Background: an optimization exercise with open tools, aiming at small area. Do not read the settings as production practice.
At most, simulation tests tie the RTL to the original design; equivalence was not proved.
Power and IR drop assume default switching activity.

onyx:
==> flow/design.v <==
module tollboothcontroller (
    input clk, reset,
    input vehicle_detect,
    input rfid_present, rfid_valid, rfid_sufficient,
    input manual_coin, manual_card,
    input vehicle_passgate,
    input maintenance_mode,
    input updaterate,
    input [1:0] vehicle_class,
    input [7:0] rate_input,
    input reset_counters,
    output gateopen, gateclose,
    output [15:0] vehiclecount0, vehiclecount1, vehiclecount2,
    output [15:0] totalrevenue0, totalrevenue1, totalrevenue2,
    output [7:0] evasioncount
);
localparam [2:0] IDLE  = 3'd0,
                 READ  = 3'd1,
                 PAY   = 3'd2,
                 FAIL  = 3'd3,
                 WAIT  = 3'd7,
                 OPEN  = 3'd6,
                 EVA   = 3'd5,
                 MAINT = 3'd4;
reg [2:0] state, nextstate;
reg [7:0] tollrates0, tollrates1, tollrates2;
always @(*) begin
    case (state)
        IDLE:  nextstate = maintenance_mode ? MAINT : vehicle_detect ? READ : IDLE;
        READ:  nextstate = (rfid_present && rfid_valid && rfid_sufficient) ? PAY : FAIL;
        PAY:   nextstate = OPEN;
        FAIL:  nextstate = WAIT;
        WAIT:  nextstate = (manual_coin || manual_card) ? PAY : WAIT;
        OPEN:  nextstate = vehicle_passgate ? IDLE : OPEN;
        EVA:   nextstate = IDLE;
        default: nextstate = maintenance_mode ? MAINT : IDLE;
    endcase
    if (state != OPEN && vehicle_passgate)
        nextstate = EVA;
end
always @(posedge clk or posedge reset)
    if (reset) state <= IDLE;
    else       state <= nextstate;
assign gateopen  = (state == OPEN);
assign gateclose = ~gateopen;
wire pay = (state == PAY);
wire eva = (state == EVA);
wire c0 = (vehicle_class == 2'd0);
wire c1 = (vehicle_class == 2'd1);
wire c2 = (vehicle_class == 2'd2);
function [15:0] inc16;           
    input [15:0] q; input en;
    integer i; reg t;
    begin
        t = en;
        for (i = 0; i < 16; i = i + 1) begin
            inc16[i] = q[i] ^ t;
            t = q[i] & t;
        end
    end
endfunction
function [15:0] add16;           
    input [15:0] q; input [7:0] r; input en;
    integer i; reg t, c8; reg [7:0] b;
    begin
        b = r & {8{en}};
        t = 1'b0;
        for (i = 0; i < 8; i = i + 1) begin
            add16[i] = q[i] ^ b[i] ^ t;
            t = (q[i] & b[i]) | (q[i] & t) | (b[i] & t);
        end
        c8 = t;
        for (i = 8; i < 12; i = i + 1) begin
            add16[i] = q[i] ^ t;
            t = q[i] & t;
        end
        t = c8 & (&q[11:8]);
        for (i = 12; i < 16; i = i + 1) begin
            add16[i] = q[i] ^ t;
            t = q[i] & t;
        end
    end
endfunction
function [7:0] inc8;
    input [7:0] q; input en;
    integer i; reg t;
    begin
        t = en;
        for (i = 0; i < 8; i = i + 1) begin
            inc8[i] = q[i] ^ t;
            t = q[i] & t;
        end
    end
endfunction
wire inc0 = pay & c0, inc1 = pay & c1, inc2 = pay & c2;
reg v0, v1, v2, ve;
always @(posedge clk or posedge reset)
    if (reset) begin
        v0 <= 1'b0; v1 <= 1'b0; v2 <= 1'b0; ve <= 1'b0;
    end else begin
        v0 <= ~(reset_counters & c0 & ~pay);
        v1 <= ~(reset_counters & c1 & ~pay);
        v2 <= ~(reset_counters & c2 & ~pay);
        ve <= ~(reset_counters & ~eva);
    end
reg [15:0] vc0_q, vc1_q, vc2_q, tr0_q, tr1_q, tr2_q;
reg [7:0] ev_q;
assign vehiclecount0 = vc0_q & {16{v0}};
assign vehiclecount1 = vc1_q & {16{v1}};
assign vehiclecount2 = vc2_q & {16{v2}};
assign totalrevenue0 = tr0_q & {16{v0}};
assign totalrevenue1 = tr1_q & {16{v1}};
assign totalrevenue2 = tr2_q & {16{v2}};
assign evasioncount  = ev_q & {8{ve}};
always @(posedge clk) begin
    vc0_q <= inc16(vehiclecount0, inc0);
    vc1_q <= inc16(vehiclecount1, inc1);
    vc2_q <= inc16(vehiclecount2, inc2);
    tr0_q <= add16(totalrevenue0, tollrates0, inc0);
    tr1_q <= add16(totalrevenue1, tollrates1, inc1);
    tr2_q <= add16(totalrevenue2, tollrates2, inc2);
    ev_q  <= inc8(evasioncount, eva);
end
reg [7:0] rq0, rq1, rq2;
reg r0, r1, r2;
always @(posedge clk or posedge reset)
    if (reset) begin
        r0 <= 1'b0; r1 <= 1'b0; r2 <= 1'b0;
    end else begin
        if (updaterate && c0) r0 <= 1'b1;
        if (updaterate && c1) r1 <= 1'b1;
        if (updaterate && c2) r2 <= 1'b1;
    end
always @(posedge clk) begin
    if (updaterate && c0) rq0 <= rate_input;
    if (updaterate && c1) rq1 <= rate_input;
    if (updaterate && c2) rq2 <= rate_input;
end
always @(*) begin
    tollrates0 = r0 ? rq0 : 8'd50;
    tollrates1 = r1 ? rq1 : 8'd100;
    tollrates2 = r2 ? rq2 : 8'd150;
end
endmodule
clock: 5.0 ns
lec_check: 0
cap_margin: 0
core_margin: 2
core_utilization: 60
slew_margin: 0
standard.sh (not shown) runs the stock make flow with config.mk's settings and CLKGATE_MAP_FILE= SYNTH_SCRIPT=/design/flow/synth_recipe.tcl, a recipe that flattens the netlist after the stock synthesis.
==> flow/flow/run.sh <==
#!/bin/bash
# The standard layout, with the smallest buffer (buf_1) on each port and a
# clock tree of clkbuf_4 without dummy loads.
set -euo pipefail
CTS="-sink_clustering_enable -repair_clock_nets -buf_list sky130_fd_sc_hd__clkbuf_4 -dont_use_dummy_load"
bash standard.sh "BUFFER_PORTS_ARGS=-buffer_cell sky130_fd_sc_hd__buf_1" "CTS_ARGS=$CTS" finish > standard.log 2>&1
The following lists how tundra was set up differently from onyx:
-- flow/design.v --
<<< onyx, line 76
        end
        t = c8 & (&q[11:8]);
        for (i = 12; i < 16; i = i + 1) begin
            add16[i] = q[i] ^ t;
            t = q[i] & t;
>>> tundra, line 76
        end
        t = c8 & (&q[11:8]);
        for (i = 12; i < 14; i = i + 1) begin
            add16[i] = q[i] ^ t;
            t = q[i] & t;
        end
        t = c8 & (&q[13:8]);
        for (i = 14; i < 16; i = i + 1) begin
            add16[i] = q[i] ^ t;
            t = q[i] & t;
## What came out
- tundra: PASS, flow complete, no timing, DRC or antenna violations
- onyx: PASS, flow complete, no timing, DRC or antenna violations
- Diff onyx -> tundra: power dissipated in sequential cells higher; total of fill cells in the finished design lower; synthesized cell count roughly the same.
- Summary — simple-gate share of the synthesized area, tundra relative to onyx: higher, by 0.36 points.
- tundra reports its endpoint of the worst setup timing path as tr0_q[11]$_DFF_P_ while onyx reports tr0_q[15]$_DFF_P_.
- Per the comparison of tundra with onyx, adder-cell share of the synthesized area down 0.65 points; number of multi-input combinational cells in the layout picked up an extra about 0.36%; placed wire-length estimate +about 1%.
- When tundra is set beside onyx, its post-route worst setup slack turns out to be 28 ps smaller.
No functional check of the RTL was part of tundra.

-- port drivers added, routing unchanged --
The flow's constraints put no driver on any port. The routed layouts listed below were extracted and timed again, unchanged, in two steps.
Step 1 sets driving cells, clkbuf_16 on the clock port and buf_2 on the other inputs (assumed; they add their load-dependent delay and slew).
Step 2 adds t to the input delays and takes it off the output delays; t is the mean of the earliest and latest rising clock arrival at the registers after step 1. Input paths then give back, and output paths get back, about the clock's delay inside the block.
a / b / c = ideal / step 1 / step 2; a / b = the first two.
run	t (ns)	setup WS [ns]	worst setup path after step 2	worst register clock-pin slew, ns	pins driven straight from the clock port
onyx	0.514	0.240 / 0.222 / -0.292	input to register	0.11 / 0.11	1
tundra	0.497	0.212 / 0.203 / -0.294	input to register	0.12 / 0.12	1
With both steps, setup timing fails in onyx and tundra, where it was met with ideal ports. For onyx, which loses most, drivers alone change the setup slack by -0.018 ns; drivers and shift together by -0.532 ns.
